This design comes from an exercise in tuning for small area, a short achievable clock period and few clock cycles per item on the open sky130 flow, not from production work.
Where RTL was checked, it was by simulation tests only, not by an equivalence proof against the original.
For runs 6 and 7, only the layout was checked, not whether the RTL still works.
No activity file was given, so power comes from the tool's default toggle rates.

**design.v**
```verilog
module div
	#(
		parameter W=32
	 )
	(
		input wire clk, reset, str_trg,
		input wire [W-1:0] dvsr, dvnd,
		input wire [5:0] cd,
		input wire [4:0] ca,
		output wire ready,
		output reg done_trg,
		output wire [W-1:0] quo, rmd
	);
	reg        busy_reg;
	reg [4:0]  n_reg;
	reg [W-1:0] r_reg, q_reg, d_reg;
	wire       dz = cd[5];
	wire [4:0] p;
	wire       cd_ge_ca;
	div_sub #(.W(5)) sub_p (.a(cd[4:0]), .b(ca), .diff(p), .ge(cd_ge_ca));
	wire       imm = ~dz & ~cd_ge_ca;
	wire [W-1:0] diff;
	wire       ge;
	div_sub #(.W(W)) sub_r (.a(r_reg), .b(d_reg), .diff(diff), .ge(ge));
	wire       last = (n_reg == 0);
	reg [W-1:0] sh;
	integer k;
	always @*
	begin
		sh = dvsr;
		for (k = 0; k < 5; k = k + 1)
			sh = ({W{p[k]}} & (sh << (1 << k))) |
			     ({W{~p[k]}} & sh & ~({W{1'b1}} << (W - (1 << k)))) |
			     (sh & ({W{1'b1}} << (W - (1 << k))));
	end
	always @(posedge clk, posedge reset)
		if (reset)
			busy_reg <= 1'b0;
		else if (str_trg)
			busy_reg <= ~imm;
		else if (last)
			busy_reg <= 1'b0;
	always @(posedge clk)
	begin
		if (str_trg)
		begin
			n_reg <= dz ? 5'd31 : p;
			d_reg <= sh;
		end
		else
		begin
			n_reg <= n_reg - 1'b1;
			d_reg <= d_reg >> 1;
		end
		if (str_trg)
			r_reg <= dvnd;
		else if (busy_reg & ge)
			r_reg <= diff;
		if (str_trg)
			q_reg <= {W{1'b0}};
		else if (busy_reg)
			q_reg <= {q_reg[W-2:0], ge};
	end
	always @*
		done_trg = str_trg ? imm : (busy_reg & last);
	assign ready = ~busy_reg;
	assign quo = q_reg;
	assign rmd = r_reg;
endmodule
module div_sub
	#(
		parameter W=32
	 )
	(
		input wire [W-1:0] a, b,
		output wire [W-1:0] diff,
		output wire ge
	);
	wire [W-1:0] g0 = a & ~b;
	wire [W-1:0] p0 = a ^ ~b;
	reg [W-1:0] G, P, Gn, Pn;
	integer i, s;
	always @*
	begin
		G = g0; P = p0;
		G[0] = a[0] | ~b[0];
		P[0] = 1'b0;
		for (s = 1; s < W; s = s * 2)
		begin
			Gn = G; Pn = P;
			for (i = 0; i < W; i = i + 1)
				if (i & s)
				begin
					if (i == 1)
						Gn[i] = g0[1] | (p0[1] & g0[0]) | (p0[1] & p0[0]);
					else if (i == s)
						Gn[i] = g0[i] | (p0[i] & g0[i-1]) | (p0[i] & p0[i-1] & G[i-2]);
					else
						Gn[i] = G[i] | (P[i] & G[(i & ~(s-1)) - 1]);
					Pn[i] = P[i] & P[(i & ~(s-1)) - 1];
				end
			G = Gn; P = Pn;
		end
	end
	assign diff = p0 ^ {G[W-2:0], 1'b1};
	assign ge = G[W-1];
endmodule
module div_avalon
	#(
		parameter W     = 32,
				  CBIT  = 6
	 )
	(
		input wire clk, reset,
		input wire [2:0] div_address,
		input wire div_chipselect,
		input wire div_write,
		input wire [W-1:0] div_writedata,
		output wire [W-1:0] div_readdata,
		output wire div_irq,
		output wire div_rdy
	);
	wire div_start, div_ready, set_done_trg, clr_done_trg;
	reg [W-1:0] dvnd_reg, dvsr_reg;
	reg [5:0] cd_reg;
	reg [4:0] ca_reg;
	reg done_trg_reg;
	wire [W-1:0] quo, rmd;
	wire wr_en, wr_dvnd, wr_dvsr;
	reg [5:0] wclz;
	integer i;
	always @*
	begin
		wclz = 6'd32;
		for (i = 0; i < W; i = i + 1)
			if (div_writedata[i]) wclz = 6'd31 - i[5:0];
	end
	div #(.W(32)) d1
		 ( .clk(clk), .reset(reset), .str_trg(div_start), .dvsr(dvsr_reg), .dvnd(dvnd_reg),
		   .cd(cd_reg), .ca(ca_reg),
		   .ready(div_ready), .done_trg(set_done_trg), .quo(quo), .rmd(rmd));
	always @(posedge clk)
	begin
		if (wr_dvnd)
		begin
			dvnd_reg <= div_writedata;
			ca_reg <= wclz[5] ? 5'd31 : wclz[4:0];
		end
		if (wr_dvsr)
		begin
			dvsr_reg <= div_writedata;
			cd_reg <= wclz;
		end
	end
	always @(posedge clk, posedge reset)
		if (reset)
			done_trg_reg <= 1'b0;
		else if (set_done_trg)
			done_trg_reg <= 1'b1;
		else if (clr_done_trg)
			done_trg_reg <= 1'b0;
	assign wr_en = div_write & div_chipselect;
	assign wr_dvnd = (div_address == 3'h0) & wr_en;
	assign wr_dvsr = (div_address == 3'h1) & wr_en;
	assign div_start = (div_address == 3'h2) & wr_en & div_ready;
	assign clr_done_trg = (div_address == 3'h6) & wr_en;
	assign div_readdata = (div_address == 3'h3) ? quo :
						  (div_address == 3'h4) ? rmd :
						  {31'b0, (div_address == 3'h5) ? div_ready : done_trg_reg};
	assign div_rdy = div_ready;
	assign div_irq = done_trg_reg;
endmodule
```
**flow/run.sh**
```bash
#!/bin/bash
# Standard layout, with the port buffers made from buf_2 cells instead of
# the slow delay-buffer cells buffer_ports picks on its own.
set -euo pipefail
export BUFFER_PORTS_ARGS="-buffer_cell sky130_fd_sc_hd__buf_2"
bash standard.sh > standard.log 2>&1
```
**standard.sh**
```bash
#!/bin/bash
# synth_recipe.tcl (not shown) runs the flow's synth.tcl, then flattens the netlist and writes it again
# the make line also repeats each setting of config.mk as NAME=value (left out here)
make -C /OpenROAD-flow-scripts/flow DESIGN_CONFIG=/design/flow/config.mk WORK_HOME=/design/flow/orfs CLKGATE_MAP_FILE= SYNTH_SCRIPT=/design/flow/synth_recipe.tcl "${@:-finish}"
```
**config.mk**
```make
export PLATFORM = sky130hd
export DESIGN_NAME = div_avalon
export DESIGN_NICKNAME = div_avalon
export VERILOG_FILES = /design/flow/design.v
export SDC_FILE = /design/flow/constraint.sdc
export NUM_CORES = 4
export LEC_CHECK = 0
export CAP_MARGIN = 20
export CORE_MARGIN = 2
export CORE_UTILIZATION = 60
export CTS_BUF_LIST = sky130_fd_sc_hd__clkbuf_4 sky130_fd_sc_hd__clkbuf_8
export SETUP_SLACK_MARGIN = 2.1
export SLEW_MARGIN = 20
export TNS_END_PERCENT = 10
```
**constraint.sdc**
```tcl
create_clock -name core_clock -period 5.0 [get_ports {clk}]
set_input_delay 1.0000 -clock core_clock [delete_from_list [all_inputs] [get_ports {clk}]]
set_output_delay 1.0000 -clock core_clock [all_outputs]
set_load 0.01 [all_outputs]
```
==> results of run 1 <==
## logic make-up (layout without fill, tap and decap cells)
group                    after synthesis  count (layout)
AND/OR/NAND/NOR                      233             236
AO/OA/AOI/OAI                        227             227
flip-flops                           178             178
multiplexers                         104             104
buffers and inverters                102             213
adder cells (fa/ha/maj)               41              41
XOR/XNOR                              32              34
## placed cells by master (no fill, tap or decap), types with 5 or more instances in the layout
cell	n
edfxtp_1	107
mux2i_1	99
nand2_1	79
nor2_1	79
dfxtp_1	69
buf_2	69
inv_1	59
a21oi_1	36
buf_4	34
a22o_1	32
ha_1	31
o21ai_1	24
o21ai_0	19
xnor2_1	18
o22ai_1	17
clkbuf_8	17
o211ai_1	16
a21o_1	12
o31ai_1	11
nor3_1	11
nand3_1	9
nor4_1	9
buf_12	9
nand2b_1	8
o221a_1	8
xor2_1	8
o21a_1	6
a31oi_1	6
a211oi_1	6
xor2_4	6
ha_4	6
a21oi_2	5
nor3b_1	5
inv_6	5
## stage by stage
stage	hold WS, ns	utilization
finish	0.366	0.723
global route	0.350	0.723
CTS	0.343	0.695
detailed placement	0.454	0.646
global placement	0.447	0.646
floorplan	0.425	-
## critical path: stages
cell	delay, ns
buf_6	0.12
nand2b_4	0.20
nor2_4	0.06
buf_12	0.15
a22o_1	0.24
buf_2	0.14
## repair_timing
action,4_1_cts,5_1_grt
resized for setup,23,35
pin swaps,7,11
hold buffers,0,0
endpoints found under the setup margin,85,85
buffers inserted,15,22
gates cloned,6,3
## report_power, final
part,internal [mW],total (mW),switching (mW)
registers,2.11,2.42,0.313
logic,1.34,2.85,1.50
clock network,0.414,0.971,0.558
total,3.87,6.24,2.38
## layer usage
metal	GRT usage	share of wire	wire, um
met5	0	0	0
met2	0.478	0.47	11800
met4	0.0851	0.025	618
met3	0.0485	0.055	1370
met1	0.418	0.45	11300
## how the worst max path moves through the flow
stage                                   to  slack (ns)  cells past startpoint
final                     div_readdata[11]        2.09                      6
after global routing          d1.d_reg[31]        2.02                     12
after CTS                 div_readdata[26]        2.10                      7
after detailed placement   div_readdata[3]        1.33                      5
after global placement    div_readdata[26]        1.45                      5
after floorplan                  cd_reg[0]        2.11                      3
## cell usage after synthesis (3+ instances only)
cell type  count  share of area
nand2b_1      10         0.0065
a21o_1        12         0.0093
xnor2_1       20          0.018
o221a_1        8         0.0093
o31ai_1       11         0.0086
nand3b_1       3         0.0023
inv_1         60          0.023
o21bai_1       4         0.0031
and3_1         4         0.0026
clkbuf_1      26          0.010
nand3_1       10         0.0052
o211ai_1      16          0.012
edfxtp_1     107           0.33
buf_2          3         0.0016
buf_1          5         0.0019
a21oi_2        5         0.0045
o21a_1         7         0.0054
a22oi_1        3         0.0023
xor2_1         9         0.0082
buf_4          4         0.0031
a21oi_1       36          0.019
o22ai_1       17          0.011
nor2b_1        3         0.0019
buf_6          4         0.0047
o21ai_0       20          0.010
dfxtp_1       69           0.14
nor2_1        82          0.032
a31oi_1        6         0.0039
nor3b_1        5         0.0039
nor4_1        12         0.0078
nand4_1        3         0.0019
ha_1          41          0.053
a22o_1        32          0.029
nor3_1        11         0.0057
nand2_1       79          0.031
o21ai_1       23          0.012
mux2i_1      101           0.10
a211oi_1       6         0.0047
## final cells by class
type                       instances  share of cell area
clock buffer                      18              0.0211
clock inverter                    14              0.0123
sequential                       178               0.406
multi-input combinational        642               0.434
inverter                          60              0.0199
tap                              216              0.0236
timing repair buffer             121              0.0835
==> flow_metrics.py, run 1 <==
metrics = {
    "finish": {
        "syn_to_final_growth_pct": 18.6,
        "fin_nets": 1100,
        "drive_gt1_frac": 0.206,
        "diodes": 0,
        "multi_input_area_um2": 4960,
        "ff_latch_area_um2": 4650,
        "fin_area_um2": 11400,
        "stdcell_count": 1249,
        "fillers": 1143,
    },
    "power": {
        "powerDensity_nw_per_um2": 545,
        "irDropWorstVdd_mv": 0.254,
        "cellLeakagePower_nw": 4.68,
        "power.total_mw": 6.24,
    },
    "logic_synthesis": {
        "synth-xor-area-share": 0.0337,
        "synth_nets": 997,
        "synth-seq-area-share": 0.481,
        "avgSynthCellArea_um2": 10.5,
        "ys_seq_elements": 178,
        "synth_compound_gate_area_share": 0.167,
        "synth_top_family_by_area": "compound AO/OA/AOI/OAI gates",
        "ys.flop_type": "edfxtp_1",
        "synthArstFlopShare": 0.0112,
        "netlist-cell-type-count": 72,
        "synth-edff-count": 107,
        "yosys.area_share.simple": 0.111,
        "synthMuxAreaShare": 0.109,
        "yosysWarnings": 4,
        "syn-cell-area_um2": 9660,
        "syn_inst": 917,
        "synth_fa_ha_area_frac": 0.0531,
    },
    "place": {
        "io_buffers": 72,
        "placed_cell_area_um2": 10200,
        "dp_hpwl_um": 17100,
        "dp_slack_ns": 1.33,
        "gp_congestion": 0.912,
        "dp_cells": 1171,
    },
    "worst_hold_path": {
        "hold_class": "in2async",
    },
    "routing": {
        "dr.pass1.iters": 5,
        "drt_iter0_markers": 622,
        "wl_per_cell_um": 20.1,
        "drc_errors": 0,
        "dr_total_vias": 7599,
        "viasPerCell": 6.08,
        "final_antenna_net_count": 0,
        "wl_um": 25100,
    },
    "die": {
        "initial_core_util": 0.610,
        "die_y_um": 131,
        "core.rowCount": 46,
        "die_area_um2": 17100,
        "die_x_um": 131,
        "core_um2": 15800,
        "num_io_pins": 73,
    },
    "worst_setup_path": {
        "path_max_fanout": 16,
        "timing.rr.start": "cd_reg[0]",
        "reg2reg_to": "d1.d_reg[31]",
        "worstPathRequired_ns": 4.00,
        "setup.reg_to_reg.worst_slack_ns": 2.14,
        "cp-startpoint": "div_address[1]",
        "worstSetupPathType": "in2out",
        "reg2regPathDepth": 12,
        "worst_setup_path_start_kind": "primary input",
        "endpoint_kind": "primary output",
        "cp.arrival_ns": 1.91,
    },
    "clocking": {
        "cts_sinks": 178,
        "clock_path_buffers": 2,
        "h-tree-depth": 4,
        "clock-root-buffer": "clkbuf_8",
        "insertion_delay_ns": 0.48,
        "cts_buffers": 17,
        "path_clk_slew_ns": 0.10,
        "tritoncts": "yes",
    },
    "timing": {
        "tightest_slew_ns": 0.758,
        "setup_viol": 0,
        "layout_setup_ws_ns": 2.09,
        "finalClockSkew_ns": 0.0167,
        "setup-tns-final_ns": 0,
        "relSlewSlack": 0.491,
        "slew_viol_final": 0,
        "fin_crit_ns": 2.91,
        "fin_crit_sh": 0.581,
        "max_freq_mhz": 344,
        "hold_viol_final": 0,
        "rsz0062_at_grt": "yes",
    },
    "global_routing": {
        "overflow": 0,
        "grt_pass1_vias": 7117,
        "grt_max_degree": 105,
        "grt_pass1_wl_um": 38200,
        "grtUsageTotal": 0.297,
        "grt_antenna_before_repair": 0,
    },
    "status": {
        "outcome": "complete, no violations",
    },
    "flow_run": {
        "maxCapViolations": 0,
    },
}
Testbench counts, summed over its fixed seeds: cycles 24,255, items 2,048.
==> run 2, diff against run 1 <==
--- a/config.mk
+++ b/config.mk
@@ -9,6 +9,6 @@
 export CORE_MARGIN = 2
 export CORE_UTILIZATION = 60
 export CTS_BUF_LIST = sky130_fd_sc_hd__clkbuf_4 sky130_fd_sc_hd__clkbuf_8
-export SETUP_SLACK_MARGIN = 2.1
+export SETUP_SLACK_MARGIN = 2.0
 export SLEW_MARGIN = 20
 export TNS_END_PERCENT = 10
==> run 2 against run 1 <==
  * Synthesized cell count stayed put
  * Still clean on timing, DRC and antenna
  * Die area stayed put
  * Clock skew is 0.0023 ns higher
  * Final cell count is 1.8% lower
  * First-iteration DRC count is 4.5% higher
  * Total power is 3.5% lower
  * Critical path depth stayed put
  * Combinational power is 11% lower
  * Clock power is 7% higher
  * Fmax is 4.1% lower
==> flow_metrics.py, run 2 <==
metrics = {
    "routing": {
        "wl_per_cell_um": 20.1,
        "viasPerCell": 5.97,
        "dr_total_vias": 7314,
        "wl_um": 24700,
        "drt_iter0_markers": 650,
        "dr.pass1.iters": 5,
        "drc_errors": 0,
        "final_antenna_net_count": 0,
    },
    "timing": {
        "fin_crit_ns": 3.03,
        "finalClockSkew_ns": 0.0190,
        "fin_hold_ws_ns": 0.363,
        "setup_viol": 0,
        "slew_viol_final": 0,
        "relSlewSlack": 0.513,
        "tightest_slew_ns": 0.725,
        "fin_crit_sh": 0.606,
        "hold_viol_final": 0,
        "setup-tns-final_ns": 0,
        "rsz0062_at_grt": "yes",
        "max_freq_mhz": 330,
    },
    "global_routing": {
        "grt_max_degree": 105,
        "overflow": 0,
        "grt_pass1_vias": 6757,
        "grt_antenna_before_repair": 0,
        "grt_pass1_wl_um": 36400,
        "grtUsageTotal": 0.283,
    },
    "power": {
        "powerDensity_nw_per_um2": 543,
        "cellLeakagePower_nw": 4.56,
        "irDropWorstVdd_mv": 0.239,
    },
    "finish": {
        "diodes": 0,
        "drive_gt1_frac": 0.172,
        "mostFrequentLayoutCells": "107 x edfxtp_1, 101 x mux2i_1, 80 x nor2_1",
        "final_common_cell": "edfxtp_1",
        "syn_to_final_growth_pct": 14.9,
        "fin_nets": 1077,
    },
    "clocking": {
        "path_clk_slew_ns": 0.09,
        "h-tree-depth": 4,
        "cts_buffers": 17,
        "clock-root-buffer": "clkbuf_8",
        "clock_path_buffers": 2,
        "insertion_delay_ns": 0.49,
        "tritoncts": "yes",
        "cts_sinks": 178,
        "holdBufCountCts": 0,
    },
    "die": {
        "die_x_um": 131,
        "die_y_um": 131,
        "core.rowCount": 46,
        "initial_core_util": 0.610,
        "num_io_pins": 73,
        "core_um2": 15800,
        "die_area_um2": 17100,
    },
    "worst_setup_path": {
        "path_max_fanout": 8,
        "worstSetupPathType": "in2out",
        "endpoint_kind": "primary output",
        "setup.reg_to_reg.worst_slack_ns": 2.12,
        "reg2regPathDepth": 12,
        "reg2reg_to": "d1.d_reg[31]",
        "worstPathRequired_ns": 4.00,
        "cp.arrival_ns": 2.03,
        "timing.rr.start": "cd_reg[0]",
        "worst_setup_path_start_kind": "primary input",
    },
    "logic_synthesis": {
        "synth-xor-area-share": 0.0337,
        "avgSynthCellArea_um2": 10.5,
        "synth-edff-count": 107,
        "syn_inst": 917,
        "yosysWarnings": 4,
        "ys.flop_type": "edfxtp_1",
        "synth_nets": 997,
        "yosysMostFrequentCell": "edfxtp_1",
        "synth_compound_gate_area_share": 0.167,
        "netlist-cell-type-count": 72,
        "synth_top_area_share": 0.333,
        "synthMuxAreaShare": 0.109,
        "synth_top_family_by_area": "compound AO/OA/AOI/OAI gates",
        "yosys.area_share.simple": 0.111,
        "ys_seq_elements": 178,
        "synthTopCellsByCount": "107 x edfxtp_1, 101 x mux2i_1, 82 x nor2_1",
        "synth_fa_ha_area_frac": 0.0531,
        "yosys.area.top_type": "edfxtp_1",
        "yosys-top-cells-area": "edfxtp_1 33%, dfxtp_1 14%, mux2i_1 10%, ha_1 5.3%, nor2_1 3.2%",
        "synth-seq-area-share": 0.481,
        "syn-cell-area_um2": 9660,
        "synthArstFlopShare": 0.0112,
    },
    "place": {
        "gp_congestion": 0.952,
        "io_buffers": 72,
        "dp_hpwl_um": 17200,
    },
    "worst_hold_path": {
        "hold_class": "in2async",
    },
    "flow_run": {
        "maxCapViolations": 0,
    },
    "status": {
        "outcome": "complete, no violations",
    },
}
==> run 2: per-stage QoR <==
step	utilization	total power, mW	cells	instance area (um2)	setup slack, ns
5_1_grt	0.701	6.42	1226	11100	1.91
4_1_cts	0.680	5.92	1210	10800	1.83
3_5_place_dp	0.647	4.88	1173	10200	1.77
6_report	0.701	6.03	1226	11100	1.97
2_1_floorplan	-	4.25	917	9690	1.69
3_3_place_gp	0.647	4.76	1173	10200	1.82
==> run 2: critical path, cell delays in order <==
cell and delay, ns:
clkbuf_4 0.19, inv_1 0.12, nor2_4 0.23, clkbuf_16 0.21, a22o_1 0.14, buf_2 0.13
==> run 2: power by group <==
group	leakage (nW)	internal [mW]	switching, mW
Sequential	1.56	2.11	0.338
Clock	0.210	0.428	0.608
Combinational	2.79	1.18	1.36
Total	4.56	3.72	2.31
==> run 2: how the worst max path moves through the flow <==
stage	depth (start not counted)	from	slack (ns)	to
6_report	6	div_address[0]	1.97	div_readdata[23]
5_1_grt	4	d1.busy_reg	1.91	div_readdata[0]
4_1_cts	6	div_address[2]	1.83	div_readdata[1]
3_5_place_dp	10	ca_reg[0]	1.77	d1.d_reg[31]
3_3_place_gp	6	div_address[2]	1.82	div_readdata[1]
2_1_floorplan	5	div_write	1.69	d1.r_reg[0]
==> run 2: what timing repair did <==
action	CTS	global route
cloned	2	6
endpoints found under the hold margin	0	0
setup endpoints to repair	82	67
resized for setup	3	26
setup buffers	3	10
pin swaps	1	4
==> run 2: per-layer routing <==
layer | up-vias | GRT usage | wire length (um)
met5 | - | 0 | 0
met4 | 0 | 0.0713 | 419
met2 | 264 | 0.450 | 11600
met3 | 30 | 0.0448 | 1390
met1 | 3476 | 0.410 | 11300
li1 | 3544 | - | -
==> run 2: area by class of cell <==
type | instances | area, um2
clock buffers | 17 | 234
fillers | 1225 | 4740
repair buffers | 101 | 768
inverters | 60 | 225
clock inverters | 15 | 184
multi-input cells | 639 | 4760
well taps | 216 | 270
flip-flops and latches | 178 | 4650
==> run 2: logic make-up (layout without fill, tap and decap cells) <==
group / Yosys count / count (layout)
simple gates: 233 / 233
buf+inv: 102 / 193
xor+xnor: 32 / 34
fa+ha+maj: 41 / 41
compound gates: 227 / 227
mux: 104 / 104
flops: 178 / 178
==> run 3, diff against run 2 <==
--- a/config.mk
+++ b/config.mk
@@ -11,4 +11,3 @@
 export CTS_BUF_LIST = sky130_fd_sc_hd__clkbuf_4 sky130_fd_sc_hd__clkbuf_8
 export SETUP_SLACK_MARGIN = 2.0
 export SLEW_MARGIN = 20
-export TNS_END_PERCENT = 10
==> run 3 against run 2 <==
  * First-iteration DRC count shrank 8.3%
  * Clock power is essentially flat
  * Worst hold slack lost 0.0030 ns
  * Largest cell class unchanged
  * Largest power group unchanged
==> flow_metrics.py, run 3 <==
metrics = {
    "status": {
        "outcome": "complete, no violations",
    },
    "place": {
        "io_buffers": 72,
        "dp_hpwl_um": 17300,
        "dp_slack_ns": 1.29,
        "gp_congestion": 0.920,
    },
    "global_routing": {
        "grt_antenna_before_repair": 0,
        "grt_pass1_vias": 6809,
        "overflow": 0,
        "grtUsageTotal": 0.286,
        "grt_max_degree": 105,
        "grt_pass1_wl_um": 36700,
    },
    "logic_synthesis": {
        "synth_top_family_by_area": "compound AO/OA/AOI/OAI gates",
        "syn_inst": 917,
        "synth_fa_ha_area_frac": 0.0531,
        "synthMuxAreaShare": 0.109,
        "synth-xor-area-share": 0.0337,
        "yosys-top-cells-area": "edfxtp_1 33%, dfxtp_1 14%, mux2i_1 10%, ha_1 5.3%, nor2_1 3.2%",
        "ys_seq_elements": 178,
        "synthArstFlopShare": 0.0112,
        "synth-seq-area-share": 0.481,
        "synth-edff-count": 107,
        "yosysMostFrequentCell": "edfxtp_1",
        "ys.flop_type": "edfxtp_1",
        "yosys.area.top_type": "edfxtp_1",
        "netlist-cell-type-count": 72,
        "synthTopCellsByCount": "107 x edfxtp_1, 101 x mux2i_1, 82 x nor2_1",
        "syn-cell-area_um2": 9660,
        "synth_compound_gate_area_share": 0.167,
        "yosys.area_share.simple": 0.111,
        "synth_top_area_share": 0.333,
        "avgSynthCellArea_um2": 10.5,
        "synth_nets": 997,
        "yosysWarnings": 4,
    },
    "clocking": {
        "insertion_delay_ns": 0.48,
        "h-tree-depth": 4,
        "holdBufCountCts": 0,
        "cts_buffers": 17,
        "tritoncts": "yes",
        "clock_path_buffers": 2,
        "cts_sinks": 178,
        "path_clk_slew_ns": 0.09,
        "clock-root-buffer": "clkbuf_8",
    },
    "die": {
        "initial_core_util": 0.610,
        "die_y_um": 131,
        "die_area_um2": 17100,
        "core.rowCount": 46,
        "core_um2": 15800,
        "die_x_um": 131,
        "num_io_pins": 73,
    },
    "worst_setup_path": {
        "worst_path_most_repeated_cell": "buf_4",
        "cp_slowest_cell": "a22o_1",
        "worst_setup_path_start_kind": "primary input",
        "path_buf_inv": 3,
        "cp.arrival_ns": 1.95,
        "cpLargestDelayFamily": "buffers and inverters",
        "worstPathRequired_ns": 4.00,
        "critical_path.max_stage_delay_ns": 0.24,
        "worstSetupPathType": "in2out",
        "endpoint_kind": "primary output",
        "path_max_fanout": 8,
        "path_cells": "buf_4 > nand2b_4 > nor2_4 > buf_4 > a22o_1 > buf_2",
    },
    "power": {
        "power_frac_comb": 0.447,
        "powerDensity_nw_per_um2": 555,
        "cellLeakagePower_nw": 4.59,
        "power.total_mw": 6.23,
        "p_sw_frac": 0.375,
        "pwr-share-clk": 0.162,
        "irDropWorstVdd_mv": 0.239,
        "internal_power_mw": 3.89,
        "power_switching_mw": 2.34,
        "pwr-share-seq": 0.391,
    },
    "routing": {
        "drt_iter0_markers": 596,
        "final_antenna_net_count": 0,
        "drc_errors": 0,
        "wl_per_cell_um": 19.7,
        "viasPerCell": 6.00,
        "dr.pass1.iters": 5,
        "dr_total_vias": 7445,
        "wl_um": 24500,
    },
    "timing": {
        "setup-tns-final_ns": 0,
        "layout_setup_ws_ns": 2.05,
        "slew_viol_final": 0,
        "fin_crit_ns": 2.95,
        "fin_crit_sh": 0.589,
        "max_freq_mhz": 339,
        "hold_viol_final": 0,
        "relSlewSlack": 0.478,
        "rsz0062_at_grt": "yes",
        "tightest_slew_ns": 0.778,
        "finalClockSkew_ns": 0.0157,
        "setup_viol": 0,
    },
    "finish": {
        "diodes": 0,
        "drive_gt1_frac": 0.195,
        "fin_nets": 1092,
        "mostFrequentLayoutCells": "107 x edfxtp_1, 100 x mux2i_1, 79 x nand2_1, 79 x nor2_1",
        "final_common_cell": "edfxtp_1",
        "syn_to_final_growth_pct": 16.1,
    },
    "flow_run": {
        "maxCapViolations": 0,
    },
    "worst_hold_path": {
        "hold_class": "in2async",
    },
}
[run 3: cells by family after synthesis]
kind of cell,count (synthesis)
xor+xnor,32
buf+inv,102
fa+ha+maj,41
flops,178
compound gates,227
mux,104
simple gates,233
[run 3: power by group through the flow]
stage	Clock (mW)	Combinational, mW	Sequential (mW)
3_3_place_gp	0	2.30	2.46
5_1_grt	1.07	3.06	2.47
2_1_floorplan	0	1.96	2.29
4_1_cts	1.01	2.46	2.44
3_5_place_dp	0	2.39	2.48
6_report	1.01	2.79	2.43
[run 3: layout make-up]
type	count	area [um2]
Clock inverter	14	151
Timing Repair Buffer	115	802
Fill cell	1163	4620
Sequential cell	178	4650
Multi-Input combinational cell	640	4870
Clock buffer	18	241
Tap cell	216	270
Inverter	60	229
[run 3: worst paths after layout]
| path | endpoint | cells after the start | startpoint | slack, ns |
|---|---|---|---|---|
| worst min-delay path | d1.busy_reg | 2 | reset | 0.36 |
| worst max-delay path | div_readdata[12] | 6 | div_address[1] | 2.05 |
| max in group asynchronous | d1.busy_reg | 2 | reset | 4.52 |
| min in group core_clock | d1.d_reg[27] | 2 | d1.d_reg[28] | 0.47 |
| worst min register to register | d1.d_reg[27] | 2 | d1.d_reg[28] | 0.47 |
| worst max register to register | d1.d_reg[31] | 12 | cd_reg[0] | 2.12 |
[run 3: worst register-to-register path: stages, from the launching register on]
cell	delay (ns)
edfxtp_1	0.42
inv_1	0.08
ha_2	0.28
buf_8	0.19
o21a_4	0.27
nor2_8	0.12
xnor2_1	0.16
buf_4	0.20
mux2_2	0.36
mux2i_1	0.25
nor2_1	0.07
a2111oi_1	0.29
nor2_1	0.08
[run 3: repair_timing]
action,in CTS,in global routing
gates resized for setup,18,27
buffers inserted,14,19
gates cloned,3,1
setup endpoints to repair,69,48
pin swaps,6,6
[run 3: layer usage]
metal	share of wire	vias up	GRT usage
met5	0	-	0
met4	0.014	0	0.0707
met3	0.049	33	0.0460
met2	0.46	251	0.448
met1	0.47	3584	0.419
li1	-	3577	-
[run 3: through the flow]
stage / util / hold slack, ns / instances / area, um2
after floorplan: - / 0.425 / 917 / 9690
after global placement: 0.646 / 0.448 / 1172 / 10200
after detailed placement: 0.646 / 0.444 / 1172 / 10200
after CTS: 0.687 / 0.341 / 1221 / 10900
after global routing: 0.708 / 0.342 / 1241 / 11200
final: 0.708 / 0.360 / 1241 / 11200
==> run 4, diff against run 3 <==
--- a/config.mk
+++ b/config.mk
@@ -5,9 +5,9 @@
 export SDC_FILE = /design/flow/constraint.sdc
 export NUM_CORES = 4
 export LEC_CHECK = 0
-export CAP_MARGIN = 20
+export CAP_MARGIN = 0
 export CORE_MARGIN = 2
 export CORE_UTILIZATION = 60
 export CTS_BUF_LIST = sky130_fd_sc_hd__clkbuf_4 sky130_fd_sc_hd__clkbuf_8
 export SETUP_SLACK_MARGIN = 2.0
-export SLEW_MARGIN = 20
+export SLEW_MARGIN = 0
==> run 4 against run 3 <==
  * Clock power about the same
  * Still clean
  * Setup slack unchanged
  * First-iteration DRC count stayed put
  * Highest routed layer unchanged
  * Largest cell class unchanged
  * Critical endpoint unchanged
  * Register-to-register slack barely moved
==> flow_metrics.py, run 4 <==
metrics = {
    "logic_synthesis": {
        "yosysWarnings": 4,
        "synthMuxAreaShare": 0.109,
        "synth_top_area_share": 0.333,
        "ys.flop_type": "edfxtp_1",
        "synthArstFlopShare": 0.0112,
        "ys_seq_elements": 178,
        "netlist-cell-type-count": 72,
        "synthTopCellsByCount": "107 x edfxtp_1, 101 x mux2i_1, 82 x nor2_1",
        "syn-cell-area_um2": 9660,
        "synth_top_family_by_area": "compound AO/OA/AOI/OAI gates",
        "yosysMostFrequentCell": "edfxtp_1",
        "syn_inst": 917,
        "synth_compound_gate_area_share": 0.167,
        "avgSynthCellArea_um2": 10.5,
        "synth-seq-area-share": 0.481,
        "synth_fa_ha_area_frac": 0.0531,
        "yosys-top-cells-area": "edfxtp_1 33%, dfxtp_1 14%, mux2i_1 10%, ha_1 5.3%, nor2_1 3.2%",
        "synth-edff-count": 107,
        "synth_nets": 997,
        "yosys.area_share.simple": 0.111,
        "yosys.area.top_type": "edfxtp_1",
        "synth-xor-area-share": 0.0337,
    },
    "clocking": {
        "clock-root-buffer": "clkbuf_8",
        "tritoncts": "yes",
        "h-tree-depth": 4,
        "clock_path_buffers": 2,
        "path_clk_slew_ns": 0.09,
        "cts_sinks": 178,
        "holdBufCountCts": 0,
        "insertion_delay_ns": 0.48,
        "cts_buffers": 17,
    },
    "finish": {
        "stdcell_count": 1241,
        "mostFrequentLayoutCells": "107 x edfxtp_1, 100 x mux2i_1, 79 x nand2_1, 79 x nor2_1",
        "fin_area_um2": 11200,
        "fin_nets": 1092,
        "fillers": 1163,
        "syn_to_final_growth_pct": 16.1,
        "final_common_cell": "edfxtp_1",
        "drive_gt1_frac": 0.195,
        "diodes": 0,
    },
    "die": {
        "die_area_um2": 17100,
        "initial_core_util": 0.610,
        "core_um2": 15800,
        "die_y_um": 131,
        "num_io_pins": 73,
        "core.rowCount": 46,
        "die_x_um": 131,
    },
    "routing": {
        "final_antenna_net_count": 0,
        "dr_total_vias": 7445,
        "wl_per_cell_um": 19.7,
        "drt_iter0_markers": 596,
        "wl_um": 24500,
        "dr.pass1.iters": 5,
        "viasPerCell": 6.00,
        "drc_errors": 0,
    },
    "place": {
        "dp_hpwl_um": 17300,
        "dp_slack_ns": 1.29,
        "gp_congestion": 0.920,
        "placed_cell_area_um2": 10200,
        "dp_cells": 1172,
        "io_buffers": 72,
    },
    "status": {
        "outcome": "complete, no violations",
    },
    "timing": {
        "tightest_slew_ns": 0.778,
        "rsz0062_at_grt": "yes",
        "fin_crit_ns": 2.95,
        "fin_crit_sh": 0.589,
        "finalClockSkew_ns": 0.0157,
        "hold_viol_final": 0,
        "setup_viol": 0,
        "slew_viol_final": 0,
        "layout_setup_ws_ns": 2.05,
        "setup-tns-final_ns": 0,
        "max_freq_mhz": 339,
        "relSlewSlack": 0.478,
    },
    "worst_setup_path": {
        "reg2regPathDepth": 12,
        "path_buf_inv": 3,
        "worstSetupPathType": "in2out",
        "cp.depth": 6,
        "worst_path_most_repeated_cell": "buf_4",
        "cpLargestDelayFamily": "buffers and inverters",
        "cp_slowest_cell": "a22o_1",
        "endpoint_kind": "primary output",
        "path_cells": "buf_4 > nand2b_4 > nor2_4 > buf_4 > a22o_1 > buf_2",
        "cp.arrival_ns": 1.95,
        "worstPathRequired_ns": 4.00,
        "critical_path.max_stage_delay_ns": 0.24,
        "worst_setup_path_start_kind": "primary input",
        "path_max_fanout": 8,
    },
    "power": {
        "powerDensity_nw_per_um2": 555,
        "cellLeakagePower_nw": 4.59,
        "power.total_mw": 6.23,
        "irDropWorstVdd_mv": 0.239,
    },
    "global_routing": {
        "grt_max_degree": 105,
        "grt_pass1_vias": 6809,
        "grt_pass1_wl_um": 36700,
        "overflow": 0,
        "grt_antenna_before_repair": 0,
        "grtUsageTotal": 0.286,
    },
    "worst_hold_path": {
        "hold_class": "in2async",
    },
    "flow_run": {
        "maxCapViolations": 0,
    },
}
run 4: cell counts after synthesis:
No cell type changed its count.
run 4: power breakdown:
| group | switching [mW] | internal [mW] |
|---|---|---|
| logic | 1.46 | 1.32 |
| clock network | 0.550 | 0.457 |
| registers | 0.324 | 2.11 |
run 4: per-stage QoR:
step / hold slack [ns] / util
2_1_floorplan: 0.425 / -
3_3_place_gp: 0.448 / 0.646
3_5_place_dp: 0.444 / 0.646
4_1_cts: 0.341 / 0.687
5_1_grt: 0.342 / 0.708
6_report: 0.360 / 0.708
run 4: area by class of cell:
type / count / area [um2] / area share
flip-flops and latches: 178 / 4650 / 0.415
inverters: 60 / 229 / 0.0204
clock inverters: 14 / 151 / 0.0135
repair buffers: 115 / 802 / 0.0715
clock buffers: 18 / 241 / 0.0215
multi-input cells: 640 / 4870 / 0.434
well taps: 216 / 270 / 0.0241
run 4: cells by family after synthesis:
family,count (synthesis)
AND/OR/NAND/NOR,233
adder cells (fa/ha/maj),41
XOR/XNOR,32
multiplexers,104
AO/OA/AOI/OAI,227
buffers and inverters,102
flip-flops,178
run 4: path summary, 6_finish.rpt:
path	from	end	slack (ns)
max	div_address[1]	div_readdata[12]	2.05
max reg2reg	cd_reg[0]	d1.d_reg[31]	2.12
min	reset	d1.busy_reg	0.36
max in group asynchronous	reset	d1.busy_reg	4.52
min reg2reg	d1.d_reg[28]	d1.d_reg[27]	0.47
min in group core_clock	d1.d_reg[28]	d1.d_reg[27]	0.47
run 4: repair_timing:
item / in CTS / in global routing
cloned: 3 / 1
buffers inserted: 14 / 19
endpoints found under the setup margin: 69 / 48
pin swaps: 6 / 6
resized for setup: 18 / 27
run 4: layer usage:
metal	global-route usage	vias up	part of all wire
met5	0	-	0
met4	0.0707	0	0.014
met3	0.0460	33	0.049
met2	0.448	251	0.46
met1	0.419	3584	0.47
li1	-	3577	-
==> run 5, diff against run 4 <==
--- a/config.mk
+++ b/config.mk
@@ -9,5 +9,5 @@
 export CORE_MARGIN = 2
 export CORE_UTILIZATION = 60
 export CTS_BUF_LIST = sky130_fd_sc_hd__clkbuf_4 sky130_fd_sc_hd__clkbuf_8
-export SETUP_SLACK_MARGIN = 2.0
+export SETUP_SLACK_MARGIN = 2.1
 export SLEW_MARGIN = 0
==> run 5 against run 4 <==
  * Still clean on timing, DRC and antenna
  * Count of clock-buffer cells in the layout unchanged
  * First-iteration DRC count grew 17%
  * Synthesized cell count is the same
  * Die area is the same
  * Synthesized area did not move
  * Critical path depth is 1 higher
  * Via count rose by 1.4%
  * Critical path type unchanged
  * Largest cell class unchanged
  * Largest power group unchanged
  * Highest routed layer unchanged
==> flow_metrics.py, run 5 <==
metrics = {
    "status": {
        "outcome": "complete, no violations",
    },
    "global_routing": {
        "top_usage_layer": "met2",
        "grt_pass1_vias": 7117,
        "grt_antenna_before_repair": 0,
        "grtUsageMet2": 0.478,
        "grt_pass1_wl_um": 38200,
        "overflow": 0,
        "grtUsageMet3": 0.0485,
        "grt_max_degree": 105,
        "grtUsageTotal": 0.297,
        "grt_use_met1": 0.418,
    },
    "finish": {
        "syn_to_final_growth_pct": 18.7,
        "final_common_cell": "edfxtp_1",
        "fin_nets": 1100,
        "fillers": 1141,
        "final_core_util": 0.724,
        "mostFrequentLayoutCells": "107 x edfxtp_1, 98 x mux2i_1, 79 x nand2_1, 79 x nor2_1",
        "ff_latch_area_um2": 4650,
        "multi_input_area_um2": 4970,
        "drive_gt1_frac": 0.207,
        "diodes": 0,
    },
    "timing": {
        "layout_setup_ws_ns": 2.10,
        "tightest_slew_ns": 0.757,
        "fin_crit_ns": 2.90,
        "relSlewSlack": 0.491,
        "rsz0062_at_grt": "yes",
        "slew_viol_final": 0,
        "setup_viol": 0,
        "finalClockSkew_ns": 0.0160,
        "fin_crit_sh": 0.581,
        "setup-tns-final_ns": 0,
        "hold_viol_final": 0,
        "max_freq_mhz": 344,
    },
    "logic_synthesis": {
        "yosys-top-cells-area": "edfxtp_1 33%, dfxtp_1 14%, mux2i_1 10%, ha_1 5.3%, nor2_1 3.2%",
        "ys.flop_type": "edfxtp_1",
        "synthMuxAreaShare": 0.109,
        "synthArstFlopShare": 0.0112,
        "ys_seq_elements": 178,
        "yosysWarnings": 4,
        "synth_top_area_share": 0.333,
        "synthTopCellsByCount": "107 x edfxtp_1, 101 x mux2i_1, 82 x nor2_1",
        "syn_inst": 917,
        "yosys.area.top_type": "edfxtp_1",
        "synth-edff-count": 107,
        "synth-xor-area-share": 0.0337,
        "syn-cell-area_um2": 9660,
        "synth_compound_gate_area_share": 0.167,
        "synth_nets": 997,
        "synth_top_family_by_area": "compound AO/OA/AOI/OAI gates",
        "netlist-cell-type-count": 72,
        "yosysMostFrequentCell": "edfxtp_1",
        "yosys.area_share.simple": 0.111,
        "avgSynthCellArea_um2": 10.5,
        "synth-seq-area-share": 0.481,
        "synth_fa_ha_area_frac": 0.0531,
    },
    "worst_setup_path": {
        "path_buf_inv": 4,
        "path_max_fanout": 8,
        "cp_slowest_cell": "nand2b_4",
        "reg2reg_to": "d1.d_reg[31]",
        "path_cells": "buf_12 > nand2b_4 > nor2_4 > buf_6 > clkbuf_16 > a22o_1 > buf_2",
        "timing.rr.start": "cd_reg[0]",
        "worst_setup_path_start_kind": "primary input",
        "setup.reg_to_reg.worst_slack_ns": 2.13,
        "worstSetupPathType": "in2out",
        "endpoint_kind": "primary output",
        "worstPathRequired_ns": 4.00,
        "reg2regPathDepth": 12,
        "cpLargestDelayFamily": "buffers and inverters",
        "cp.arrival_ns": 1.90,
        "critical_path.max_stage_delay_ns": 0.16,
    },
    "clocking": {
        "tritoncts": "yes",
        "clock-root-buffer": "clkbuf_8",
        "clock_path_buffers": 2,
        "path_clk_slew_ns": 0.10,
        "insertion_delay_ns": 0.48,
        "cts_sinks": 178,
        "cts_buffers": 17,
        "h-tree-depth": 4,
    },
    "place": {
        "dp_hpwl_um": 17100,
        "io_buffers": 72,
        "gp_congestion": 0.912,
        "dp_slack_ns": 1.33,
    },
    "die": {
        "core.rowCount": 46,
        "initial_core_util": 0.610,
        "num_io_pins": 73,
        "die_area_um2": 17100,
        "die_x_um": 131,
        "die_y_um": 131,
        "core_um2": 15800,
    },
    "routing": {
        "dr.pass1.iters": 5,
        "drc_errors": 0,
        "viasPerCell": 6.04,
        "drt_iter0_markers": 698,
        "wl_per_cell_um": 20.1,
        "wl_um": 25000,
        "final_antenna_net_count": 0,
        "dr_total_vias": 7550,
    },
    "flow_run": {
        "maxCapViolations": 0,
    },
    "power": {
        "power.total_mw": 6.24,
        "cellLeakagePower_nw": 4.68,
        "irDropWorstVdd_mv": 0.252,
        "powerDensity_nw_per_um2": 544,
    },
    "worst_hold_path": {
        "hold_class": "in2async",
    },
}
## run 5: cell counts after synthesis
Identical to the previous run, type by type.
## run 5: per-stage QoR
| step | area [um2] | cells | hold WS (ns) |
|---|---|---|---|
| final | 11500 | 1249 | 0.368 |
| after global routing | 11500 | 1249 | 0.350 |
| after CTS | 11000 | 1224 | 0.343 |
| after detailed placement | 10200 | 1171 | 0.454 |
| after global placement | 10200 | 1171 | 0.447 |
| after floorplan | 9710 | 917 | 0.425 |
## run 5: cell type report
type	instances	share of cell area
clock buffer	18	0.0211
clock inverter	14	0.0123
inverter	60	0.0199
multi-input combinational	642	0.434
sequential	178	0.406
tap	216	0.0236
timing repair buffer	121	0.0841
## run 5: worst max path at each step
stage | startpoint | endpoint | slack, ns | depth (start not counted)
final | div_address[2] | div_readdata[3] | 2.10 | 7
after global routing | cd_reg[0] | d1.d_reg[31] | 2.02 | 12
after CTS | div_address[2] | div_readdata[26] | 2.10 | 7
after detailed placement | div_address[1] | div_readdata[3] | 1.33 | 5
after global placement | div_address[1] | div_readdata[26] | 1.45 | 5
after floorplan | div_address[0] | cd_reg[0] | 2.11 | 3
## run 5: timing repair
action / CTS / global route
cloned: 6 / 3
hold buffers: 0 / 0
buffers inserted: 15 / 22
endpoints found under the setup margin: 85 / 85
gates resized for setup: 23 / 38
pin swaps: 7 / 13
## run 5: power by group
group          internal (mW)  total, mW  switching (mW)
registers               2.11       2.42           0.313
logic                   1.34       2.85            1.50
clock network          0.414      0.970           0.556
## run 5: cell families (layout without fill, tap and decap cells)
| kind of cell | Yosys count | after routing |
|---|---|---|
| compound gates | 227 | 227 |
| xor+xnor | 32 | 34 |
| fa+ha+maj | 41 | 41 |
| buf+inv | 102 | 213 |
| flops | 178 | 178 |
| mux | 104 | 104 |
| simple gates | 233 | 236 |
## run 5: routing by layer
metal | vias up | part of all wire
li1 | 3601 | -
met1 | 3679 | 0.46
met2 | 222 | 0.47
met3 | 48 | 0.048
met4 | 0 | 0.023
met5 | - | 0
==> run 6, diff against run 5 <==
--- a/design.v
+++ b/design.v
@@ -13,7 +13,8 @@
 	);
 	reg        busy_reg;
 	reg [4:0]  n_reg;
-	reg [W-1:0] r_reg, q_reg, d_reg;
+	reg [W-1:0] r_reg, q_reg;
+	reg [W-1:0] nd_reg;	 
 	wire       dz = cd[5];
 	wire [4:0] p;
 	wire       cd_ge_ca;
@@ -21,7 +22,7 @@
 	wire       imm = ~dz & ~cd_ge_ca;
 	wire [W-1:0] diff;
 	wire       ge;
-	div_sub #(.W(W)) sub_r (.a(r_reg), .b(d_reg), .diff(diff), .ge(ge));
+	div_sub #(.W(W)) sub_r (.a(r_reg), .b(~nd_reg), .diff(diff), .ge(ge));
 	wire       last = (n_reg == 0);
 	reg [W-1:0] sh;
 	integer k;
@@ -45,12 +46,12 @@
 		if (str_trg)
 		begin
 			n_reg <= dz ? 5'd31 : p;
-			d_reg <= sh;
+			nd_reg <= ~sh;
 		end
 		else
 		begin
 			n_reg <= n_reg - 1'b1;
-			d_reg <= d_reg >> 1;
+			nd_reg <= {1'b1, nd_reg[W-1:1]};
 		end
 		if (str_trg)
 			r_reg <= dvnd;
--- a/config.mk
+++ b/config.mk
@@ -5,9 +5,9 @@
 export SDC_FILE = /design/flow/constraint.sdc
 export NUM_CORES = 4
 export LEC_CHECK = 0
-export CAP_MARGIN = 0
+export CAP_MARGIN = 20
 export CORE_MARGIN = 2
 export CORE_UTILIZATION = 60
 export CTS_BUF_LIST = sky130_fd_sc_hd__clkbuf_4 sky130_fd_sc_hd__clkbuf_8
-export SETUP_SLACK_MARGIN = 2.1
-export SLEW_MARGIN = 0
+export SETUP_SLACK_MARGIN = 2.0
+export SLEW_MARGIN = 20
==> run 6 against run 5 <==
  * Still clean
  * Synthesized cell count rose by 0.11%
  * Design area down 0.99%
  * Total power up 4.6%
  * First-iteration DRC count shrank 0.86%
  * Fmax is 6.0% lower
  * Combinational power is 6% higher
  * Clock skew fell by 0.0033 ns
  * Critical path type is now reg2reg
  * Largest cell class unchanged
  * Highest routed layer unchanged
==> flow_metrics.py, run 6 <==
metrics = {
    "die": {
        "core.rowCount": 46,
        "die_x_um": 130,
        "core_um2": 15800,
        "die_y_um": 130,
        "die_area_um2": 17000,
        "initial_core_util": 0.608,
        "num_io_pins": 73,
    },
    "logic_synthesis": {
        "yosys.area.top_type": "edfxtp_1",
        "syn_inst": 918,
        "synth_nets": 998,
        "yosysWarnings": 4,
        "yosysMostFrequentCell": "edfxtp_1",
        "ys.flop_type": "edfxtp_1",
        "synthArstFlopShare": 0.0112,
        "avgSynthCellArea_um2": 10.4,
        "netlist-cell-type-count": 73,
        "synthTopCellsByCount": "107 x edfxtp_1, 100 x nand2_1, 99 x nor2_1",
        "synth_top_area_share": 0.335,
        "synth-seq-area-share": 0.485,
        "yosys-top-cells-area": "edfxtp_1 34%, dfxtp_1 14%, mux2i_1 9.8%, ha_1 5.4%, nand2_1 3.9%",
        "syn-cell-area_um2": 9580,
        "ys_seq_elements": 178,
        "synth-edff-count": 107,
    },
    "routing": {
        "dr_total_vias": 7776,
        "drt_iter0_markers": 692,
        "dr.pass1.iters": 8,
        "wl_um": 25800,
        "viasPerCell": 6.24,
        "drc_errors": 0,
        "final_antenna_net_count": 0,
        "wl_per_cell_um": 20.7,
    },
    "finish": {
        "final_common_cell": "edfxtp_1",
        "syn_to_final_growth_pct": 18.4,
        "ff_latch_area_um2": 4650,
        "diodes": 0,
        "multi_input_area_um2": 4960,
        "fin_nets": 1097,
        "fillers": 1170,
        "mostFrequentLayoutCells": "107 x edfxtp_1, 100 x nand2_1, 97 x nor2_1",
        "drive_gt1_frac": 0.204,
    },
    "timing": {
        "tightest_slew_ns": 0.819,
        "finalClockSkew_ns": 0.0128,
        "max_freq_mhz": 324,
        "hold_viol_final": 0,
        "fin_hold_ws_ns": 0.368,
        "fin_crit_sh": 0.618,
        "slew_viol_final": 0,
        "setup-tns-final_ns": 0,
        "setup_viol": 0,
        "relSlewSlack": 0.450,
        "rsz0062_at_grt": "yes",
        "fin_crit_ns": 3.09,
    },
    "power": {
        "internal_power_mw": 4.05,
        "p_sw_frac": 0.380,
        "pwr-share-seq": 0.382,
        "powerDensity_nw_per_um2": 575,
        "power_frac_comb": 0.464,
        "irDropWorstVdd_mv": 0.288,
        "pwr-share-clk": 0.154,
        "power_switching_mw": 2.48,
        "cellLeakagePower_nw": 4.65,
    },
    "global_routing": {
        "grtUsageMet3": 0.0586,
        "grt_use_met1": 0.435,
        "grt_max_degree": 95,
        "top_usage_layer": "met2",
        "grt_pass1_vias": 7312,
        "grt_pass1_wl_um": 39600,
        "overflow": 0,
        "grtUsageMet2": 0.494,
        "grtUsageTotal": 0.311,
        "grt_antenna_before_repair": 0,
    },
    "clocking": {
        "clock-root-buffer": "clkbuf_8",
        "cts_buffers": 17,
        "tritoncts": "yes",
        "h-tree-depth": 4,
        "path_clk_slew_ns": 0.09,
        "insertion_delay_ns": 0.47,
        "clock_path_buffers": 2,
        "cts_sinks": 178,
        "holdBufCountCts": 0,
    },
    "worst_setup_path": {
        "cp.arrival_ns": 3.33,
        "worstSetupPathType": "reg2reg",
        "worst_path_most_repeated_cell": "buf_4",
        "endpoint_kind": "register",
        "path_max_fanout": 13,
        "cp_slowest_cell": "edfxtp_1",
        "worst_setup_path_start_kind": "register",
        "cpLargestDelayFamily": "compound AO/OA/AOI/OAI gates",
        "path_cells": "ha_4 > a21o_2 > a31o_2 > a311oi_2 > o221ai_2 > o31ai_4 > o21ai_2 > a21oi_2 > o211ai_1 > buf_4 > buf_4 > buf_12",
        "critical_path.max_stage_delay_ns": 0.45,
        "worstPathRequired_ns": 5.24,
        "path_buf_inv": 3,
    },
    "place": {
        "dp_hpwl_um": 18000,
        "io_buffers": 72,
        "gp_congestion": 0.938,
    },
    "worst_hold_path": {
        "hold_class": "in2async",
    },
    "status": {
        "outcome": "complete, no violations",
    },
    "flow_run": {
        "maxCapViolations": 0,
    },
}
[run 6: kinds of logic (layout without fill, tap and decap cells)]
family / count (synthesis) / after routing / share of synthesized area
AND/OR/NAND/NOR: 283 / 283 / 0.134
AO/OA/AOI/OAI: 219 / 219 / 0.168
flip-flops: 178 / 178 / 0.485
multiplexers: 95 / 95 / 0.101
buffers and inverters: 70 / 180 / 0.0300
adder cells (fa/ha/maj): 41 / 41 / 0.0535
XOR/XNOR: 32 / 34 / 0.0292
[run 6: final timing paths]
kind | depth (start not counted) | from | slack, ns | endpoint
worst max-delay path | 12 | d1.r_reg[17] | 1.91 | d1.r_reg[13]
worst min-delay path | 2 | reset | 0.37 | done_trg_reg
worst max register to register | 12 | d1.r_reg[17] | 1.91 | d1.r_reg[13]
worst min register to register | 2 | d1.nd_reg[30] | 0.46 | d1.nd_reg[29]
max in group asynchronous | 2 | reset | 4.51 | d1.busy_reg
min in group core_clock | 2 | d1.nd_reg[30] | 0.46 | d1.nd_reg[29]
[run 6: final cells by class]
type,count,share of cell area
Clock buffer,18,0.0213
Sequential cell,178,0.410
Inverter,24,0.00794
Timing Repair Buffer,124,0.0864
Multi-Input combinational cell,672,0.437
Clock inverter,14,0.0136
Tap cell,216,0.0238
[run 6: worst register-to-register path, delay by kind of cell, from the launching register on]
family,cells,cell delay (ns)
DFF,1,0.45
AOI/OAI and AO/OA,8,1.70
adders and majority gates,1,0.26
buffers and inverters,3,0.45
[run 6: metrics by stage]
step	utilization	instances	area (um2)	power, mW	worst slack, ns
floorplan	-	918	9660	4.42	0.770
global placement	0.650	1174	10200	4.94	1.20
detailed placement	0.650	1174	10200	5.09	1.33
CTS	0.709	1237	11200	6.43	1.91
global route	0.720	1246	11300	6.93	1.76
finish	0.720	1246	11300	6.53	1.91
[run 6: power by group through the flow]
stage	combinational, mW	sequential, mW	clock, mW
3_3_place_gp	2.44	2.50	0
5_1_grt	3.33	2.53	1.07
4_1_cts	2.94	2.48	1.01
3_5_place_dp	2.57	2.52	0
6_report	3.03	2.49	1.01
2_1_floorplan	2.09	2.33	0
[run 6: what timing repair did]
| item | 4_1_cts | 5_1_grt |
|---|---|---|
| setup buffers | 26 | 7 |
| gates cloned | 5 | 2 |
| endpoints found under the setup margin | 87 | 93 |
| resized for setup | 35 | 18 |
| pin swaps | 10 | 8 |
[run 6: per-layer routing]
layer / share of wire / up-vias
li1: - / 3624
met1: 0.44 / 3757
met2: 0.47 / 333
met3: 0.061 / 62
met4: 0.027 / 0
met5: 0 / -
==> run 7, diff against run 6 <==
--- a/config.mk
+++ b/config.mk
@@ -9,5 +9,5 @@
 export CORE_MARGIN = 2
 export CORE_UTILIZATION = 60
 export CTS_BUF_LIST = sky130_fd_sc_hd__clkbuf_4 sky130_fd_sc_hd__clkbuf_8
-export SETUP_SLACK_MARGIN = 2.0
+export SETUP_SLACK_MARGIN = 2.1
 export SLEW_MARGIN = 20
==> run 7 against run 6 <==
  * Critical path depth is 1 higher
  * Via count up 0.10%
  * Fmax is 4.8% lower
  * Still clean
  * Non-clock buffer count is 26 higher
  * Sequential share of layout area fell by 1.4 points
  * Worst hold slack worse by 0.0032 ns
  * Design area rose by 3.6%
  * Synthesized cell count stayed put
  * Largest power group unchanged
  * Register-to-register slack got worse by 0.16 ns
  * Flip-flop and latch count did not move
  * Clock power is 5% higher
==> flow_metrics.py, run 7 <==
metrics = {
    "die": {
        "die_y_um": 130,
        "die_x_um": 130,
        "die_area_um2": 17000,
        "core_um2": 15800,
        "initial_core_util": 0.608,
        "core.rowCount": 46,
        "num_io_pins": 73,
    },
    "worst_setup_path": {
        "worst_setup_path_start_kind": "register",
        "setup.reg_to_reg.worst_slack_ns": 1.75,
        "worstSetupPathType": "reg2reg",
        "path_buf_inv": 5,
        "cp.arrival_ns": 3.44,
        "worstPathRequired_ns": 5.20,
        "cpLargestDelayFamily": "compound AO/OA/AOI/OAI gates",
        "critical_path.max_stage_delay_ns": 0.46,
        "path_max_fanout": 8,
        "cp_slowest_cell": "edfxtp_1",
        "path_cells": "ha_4 > inv_4 > a2111oi_4 > o2111ai_4 > a2111oi_4 > buf_4 > o31ai_4 > o21ai_2 > a21oi_2 > o211ai_1 > buf_4 > buf_6 > buf_8",
        "endpoint_kind": "register",
    },
    "power": {
        "cellLeakagePower_nw": 4.85,
        "power.total_mw": 6.95,
        "powerDensity_nw_per_um2": 591,
        "irDropWorstVdd_mv": 0.247,
    },
    "routing": {
        "wl_per_cell_um": 20.8,
        "final_antenna_net_count": 0,
        "drt_iter0_markers": 711,
        "dr_total_vias": 7784,
        "viasPerCell": 6.13,
        "wl_um": 26400,
        "dr.pass1.iters": 5,
        "drc_errors": 0,
    },
    "timing": {
        "tightest_slew_ns": 0.760,
        "fin_crit_sh": 0.649,
        "relSlewSlack": 0.490,
        "rsz0062_at_grt": "yes",
        "setup_viol": 0,
        "finalClockSkew_ns": 0.0110,
        "max_freq_mhz": 308,
        "fin_crit_ns": 3.25,
        "layout_setup_ws_ns": 1.75,
        "slew_viol_final": 0,
        "hold_viol_final": 0,
        "setup-tns-final_ns": 0,
        "fin_hold_ws_ns": 0.365,
    },
    "finish": {
        "mostFrequentLayoutCells": "107 x edfxtp_1, 100 x nand2_1, 96 x nor2_1",
        "fin_nets": 1121,
        "syn_to_final_growth_pct": 22.7,
        "final_common_cell": "edfxtp_1",
        "drive_gt1_frac": 0.235,
        "diodes": 0,
    },
    "global_routing": {
        "grt_pass1_vias": 7337,
        "grt_max_degree": 64,
        "grt_antenna_before_repair": 0,
        "overflow": 0,
        "grt_pass1_wl_um": 39700,
        "grtUsageTotal": 0.310,
    },
    "logic_synthesis": {
        "synth_nets": 998,
        "yosysWarnings": 4,
        "synth-edff-count": 107,
        "synthTopCellsByCount": "107 x edfxtp_1, 100 x nand2_1, 99 x nor2_1",
        "synth-seq-area-share": 0.485,
        "avgSynthCellArea_um2": 10.4,
        "synth_top_area_share": 0.335,
        "ys_seq_elements": 178,
        "ys.flop_type": "edfxtp_1",
        "yosysMostFrequentCell": "edfxtp_1",
        "synthArstFlopShare": 0.0112,
        "yosys-top-cells-area": "edfxtp_1 34%, dfxtp_1 14%, mux2i_1 9.8%, ha_1 5.4%, nand2_1 3.9%",
        "yosys.area.top_type": "edfxtp_1",
        "syn-cell-area_um2": 9580,
        "netlist-cell-type-count": 73,
        "syn_inst": 918,
    },
    "place": {
        "gp_congestion": 0.934,
        "dp_hpwl_um": 17600,
        "io_buffers": 72,
        "dp_slack_ns": 1.39,
    },
    "worst_hold_path": {
        "hold_class": "in2async",
    },
    "clocking": {
        "path_clk_slew_ns": 0.10,
        "clock_path_buffers": 2,
        "clock-root-buffer": "clkbuf_8",
        "holdBufCountCts": 0,
        "cts_sinks": 178,
        "insertion_delay_ns": 0.48,
        "cts_buffers": 17,
        "tritoncts": "yes",
        "h-tree-depth": 4,
    },
    "flow_run": {
        "maxCapViolations": 0,
    },
    "status": {
        "outcome": "complete, no violations",
    },
}
run 7: cell counts after synthesis:
No cell type changed its count.
run 7: kinds of logic (layout without fill, tap and decap cells):
logic type               Yosys count  in the layout  share of synthesized area
AO/OA/AOI/OAI                    219            219                      0.168
XOR/XNOR                          32             32                     0.0292
adder cells (fa/ha/maj)           41             41                     0.0535
buffers and inverters             70            206                     0.0300
flip-flops                       178            178                      0.485
multiplexers                      95             95                      0.101
AND/OR/NAND/NOR                  283            283                      0.134
run 7: through the flow:
stage                util  instances  instance area (um2)
finish              0.746       1270                11800
floorplan               -        918                 9680
global route        0.746       1270                11800
detailed placement  0.649       1174                10200
global placement    0.649       1174                10200
CTS                 0.727       1256                11500
run 7: cell type report:
cell class | instances | area [um2]
sequential | 178 | 4650
clock inverter | 15 | 193
clock buffer | 17 | 234
multi-input combinational | 670 | 5040
tap | 216 | 270
timing repair buffer | 150 | 1280
fill | 1114 | 4010
inverter | 24 | 92.6
run 7: power breakdown:
part           internal, mW  switching, mW
clock                 0.469          0.595
sequential             2.12          0.398
combinational          1.69           1.67
run 7: metal layers:
layer	part of all wire	wire, um	GRT usage	vias to the layer above
li1	-	-	-	3675
met1	0.45	11800	0.430	3725
met2	0.47	12400	0.509	327
met3	0.058	1530	0.0529	57
met4	0.023	618	0.0895	0
met5	0	0	0	-
run 7: what timing repair did:
item,in CTS,in global routing
setup buffers,41,14
pin swaps,26,33
gates resized for setup,59,36
gates cloned,9,0
setup endpoints to repair,82,101
run 7: path summary, 6_finish.rpt:
path / startpoint / depth (start not counted) / to
max: d1.r_reg[4] / 13 / d1.r_reg[19]
min: reset / 2 / d1.busy_reg
max reg2reg: d1.r_reg[4] / 13 / d1.r_reg[19]
min reg2reg: d1.n_reg[0] / 1 / d1.n_reg[0]
max in group asynchronous: reset / 2 / d1.busy_reg
min in group core_clock: d1.n_reg[0] / 1 / d1.n_reg[0]
run 7: worst reg2reg max path: stages (launching register included):
cell,delay (ns)
edfxtp_1,0.46
ha_4,0.33
inv_4,0.04
a2111oi_4,0.40
o2111ai_4,0.23
a2111oi_4,0.32
buf_4,0.19
o31ai_4,0.08
o21ai_2,0.17
a21oi_2,0.09
o211ai_1,0.23
buf_4,0.18
buf_6,0.12
buf_8,0.13
==> run 8, diff against run 7 <==
--- a/design.v
+++ b/design.v
@@ -13,8 +13,7 @@
 	);
 	reg        busy_reg;
 	reg [4:0]  n_reg;
-	reg [W-1:0] r_reg, q_reg;
-	reg [W-1:0] nd_reg;	 
+	reg [W-1:0] r_reg, q_reg, d_reg;
 	wire       dz = cd[5];
 	wire [4:0] p;
 	wire       cd_ge_ca;
@@ -22,7 +21,7 @@
 	wire       imm = ~dz & ~cd_ge_ca;
 	wire [W-1:0] diff;
 	wire       ge;
-	div_sub #(.W(W)) sub_r (.a(r_reg), .b(~nd_reg), .diff(diff), .ge(ge));
+	div_sub #(.W(W)) sub_r (.a(r_reg), .b(d_reg), .diff(diff), .ge(ge));
 	wire       last = (n_reg == 0);
 	reg [W-1:0] sh;
 	integer k;
@@ -46,12 +45,12 @@
 		if (str_trg)
 		begin
 			n_reg <= dz ? 5'd31 : p;
-			nd_reg <= ~sh;
+			d_reg <= sh;
 		end
 		else
 		begin
 			n_reg <= n_reg - 1'b1;
-			nd_reg <= {1'b1, nd_reg[W-1:1]};
+			d_reg <= d_reg >> 1;
 		end
 		if (str_trg)
 			r_reg <= dvnd;
--- a/config.mk
+++ b/config.mk
@@ -8,6 +8,8 @@
 export CAP_MARGIN = 20
 export CORE_MARGIN = 2
 export CORE_UTILIZATION = 60
-export CTS_BUF_LIST = sky130_fd_sc_hd__clkbuf_4 sky130_fd_sc_hd__clkbuf_8
-export SETUP_SLACK_MARGIN = 2.1
+export CTS_BUF_LIST = sky130_fd_sc_hd__clkbuf_4 sky130_fd_sc_hd__clkbuf_8 sky130_fd_sc_hd__clkbuf_16
+export CTS_CLUSTER_DIAMETER = 200
+export CTS_CLUSTER_SIZE = 50
+export SETUP_SLACK_MARGIN = 2.0
 export SLEW_MARGIN = 20
==> run 8 against run 7 <==
  * Final cell count shrank 2.3%
  * Clock skew down 0.0023 ns
  * Count of clock-buffer cells in the layout is 1 higher
  * Global-route usage is 2.2 points lower
  * Combinational power shrank 15%
  * Critical path type is now in2out
  * Sequential power down 3%
==> flow_metrics.py, run 8 <==
metrics = {
    "finish": {
        "fin_nets": 1092,
        "drive_gt1_frac": 0.199,
        "fillers": 1123,
        "syn_to_final_growth_pct": 18.8,
        "fin_area_um2": 11500,
        "final_common_cell": "edfxtp_1",
    },
    "routing": {
        "viasPerCell": 6.02,
        "drt_iter0_markers": 672,
        "dr.pass1.iters": 5,
    },
    "place": {
        "placed_cell_area_um2": 10200,
        "gp_congestion": 0.920,
        "dp_cells": 1172,
        "io_buffers": 72,
        "dp_hpwl_um": 17300,
    },
    "die": {
        "die_x_um": 131,
        "core.rowCount": 46,
        "core_um2": 15800,
        "die_area_um2": 17100,
        "num_io_pins": 73,
        "die_y_um": 131,
        "initial_core_util": 0.610,
    },
    "logic_synthesis": {
        "synth-seq-area-share": 0.481,
        "yosysMostFrequentCell": "edfxtp_1",
        "yosys-top-cells-area": "edfxtp_1 33%, dfxtp_1 14%, mux2i_1 10%, ha_1 5.3%, nor2_1 3.2%",
        "ys_seq_elements": 178,
        "synth_nets": 997,
        "synth-edff-count": 107,
        "avgSynthCellArea_um2": 10.5,
        "yosysWarnings": 4,
        "synthArstFlopShare": 0.0112,
        "synth_top_area_share": 0.333,
    },
    "status": {
        "outcome": "complete, no violations",
    },
    "clocking": {
        "h-tree-depth": 4,
        "clock_path_buffers": 2,
        "cts_sinks": 178,
        "cts_buffers": 17,
        "tritoncts": "yes",
        "holdBufCountCts": 0,
        "clock-root-buffer": "clkbuf_16",
    },
    "timing": {
        "rsz0062_at_grt": "yes",
        "fin_crit_ns": 2.95,
        "fin_hold_ws_ns": 0.404,
        "fin_crit_sh": 0.590,
        "finalClockSkew_ns": 0.00870,
        "setup-tns-final_ns": 0,
        "setup_viol": 0,
        "hold_viol_final": 0,
        "relSlewSlack": 0.502,
        "tightest_slew_ns": 0.741,
    },
    "power": {
        "powerDensity_nw_per_um2": 577,
        "cellLeakagePower_nw": 4.69,
        "irDropWorstVdd_mv": 0.312,
        "power.total_mw": 6.62,
    },
    "worst_setup_path": {
        "worstSetupPathType": "in2out",
        "worst_setup_path_start_kind": "primary input",
        "worstPathRequired_ns": 4.00,
        "path_max_fanout": 8,
        "endpoint_kind": "primary output",
        "cp_slowest_cell": "nand2b_4",
        "cpLargestDelayFamily": "buffers and inverters",
        "cp.arrival_ns": 1.95,
        "critical_path.max_stage_delay_ns": 0.19,
        "setup.reg_to_reg.worst_slack_ns": 2.10,
        "path_buf_inv": 3,
    },
    "flow_run": {
        "maxCapViolations": 0,
    },
    "global_routing": {
        "grt_pass1_wl_um": 36900,
        "grtUsageTotal": 0.288,
        "grt_antenna_before_repair": 0,
        "grt_pass1_vias": 6848,
        "grt_max_degree": 105,
        "overflow": 0,
    },
}
==> run 8: cell types whose count changed after synthesis, moves of 8 or more <==
cell / before / now
a21oi_1: 48 / 36
a31oi_1: 15 / 6
inv_1: 24 / 60
nand2_1: 100 / 79
nor2_1: 99 / 82
o211ai_1: 1 / 16
o21ai_0: 35 / 20
o21ai_1: 3 / 23
o221a_1: 0 / 8
o221ai_1: 9 / 1
o22ai_1: 1 / 17
==> run 8: cell type report <==
cell class / instances / area, um2 / share of cell area
clock buffers: 18 / 433 / 0.0377
clock inverters: 14 / 151 / 0.0132
inverters: 60 / 229 / 0.0200
multi-input cells: 641 / 4920 / 0.429
flip-flops and latches: 178 / 4650 / 0.405
well taps: 216 / 270 / 0.0236
repair buffers: 114 / 820 / 0.0714
==> run 8: kinds of logic (layout without fill, tap and decap cells) <==
group                    after synthesis  count (layout)  synth area share
flip-flops                           178             178             0.481
XOR/XNOR                              32              34            0.0337
AO/OA/AOI/OAI                        227             227             0.167
AND/OR/NAND/NOR                      233             235             0.111
buffers and inverters                102             206            0.0447
multiplexers                         104             104             0.109
adder cells (fa/ha/maj)               41              41            0.0531
==> run 8: path summary, 6_finish.rpt <==
kind	startpoint	to	depth (start not counted)
min reg2reg	d1.d_reg[28]	d1.d_reg[27]	2
max reg2reg	cd_reg[0]	d1.d_reg[31]	12
max in group asynchronous	reset	d1.busy_reg	2
min in group core_clock	d1.d_reg[28]	d1.d_reg[27]	2
min	reset	d1.busy_reg	2
max	div_address[1]	div_readdata[3]	6
==> run 8: through the flow <==
| stage | setup WS [ns] | util |
|---|---|---|
| 4_1_cts | 2.01 | 0.699 |
| 2_1_floorplan | 2.01 | - |
| 6_report | 2.05 | 0.725 |
| 3_3_place_gp | 1.45 | 0.646 |
| 3_5_place_dp | 1.29 | 0.646 |
| 5_1_grt | 1.97 | 0.725 |
==> run 8: worst register-to-register path, cell delays in order, from the launching register on <==
cell and delay (ns):
edfxtp_1 0.41, inv_1 0.08, ha_2 0.28, buf_8 0.20, o21a_4 0.27, nor2_8 0.12, xnor2_1 0.17, buf_4 0.20
mux2_2 0.36, mux2i_1 0.25, nor2_1 0.07, a2111oi_1 0.30, nor2_1 0.08
==> run 8: repair_timing <==
item                                    4_1_cts  5_1_grt
gates cloned                                  3        4
buffers inserted                             14       16
endpoints found under the setup margin       68       45
pin swaps                                     6        9
resized for setup                            18       32
==> run 8: metal layers <==
metal  global-route usage  vias up  share of wire
met1                0.419     3584           0.46
met2                0.453      255           0.46
met4               0.0814        0          0.019
li1                     -     3589              -
met3               0.0432       46          0.060
met5                    0        -              0
==> run 8: where the power goes <==
part | internal (mW) | switching (mW) | total, mW | leakage (nW)
combinational | 1.37 | 1.47 | 2.84 | 2.85
clock | 0.749 | 0.591 | 1.34 | 0.280
sequential | 2.11 | 0.330 | 2.44 | 1.56
total | 4.23 | 2.39 | 6.62 | 4.69
Testbench counts of run 8, summed over its fixed seeds: cycles 24,255, items 2,048.

Setup slack of run 8, layout unchanged: 2.052 ns with ideal ports, 2.027 ns with driving cells assumed (clock clkbuf_16, inputs buf_2), 2.008 ns with port delays also shifted by the 0.476 ns mid clock arrival.
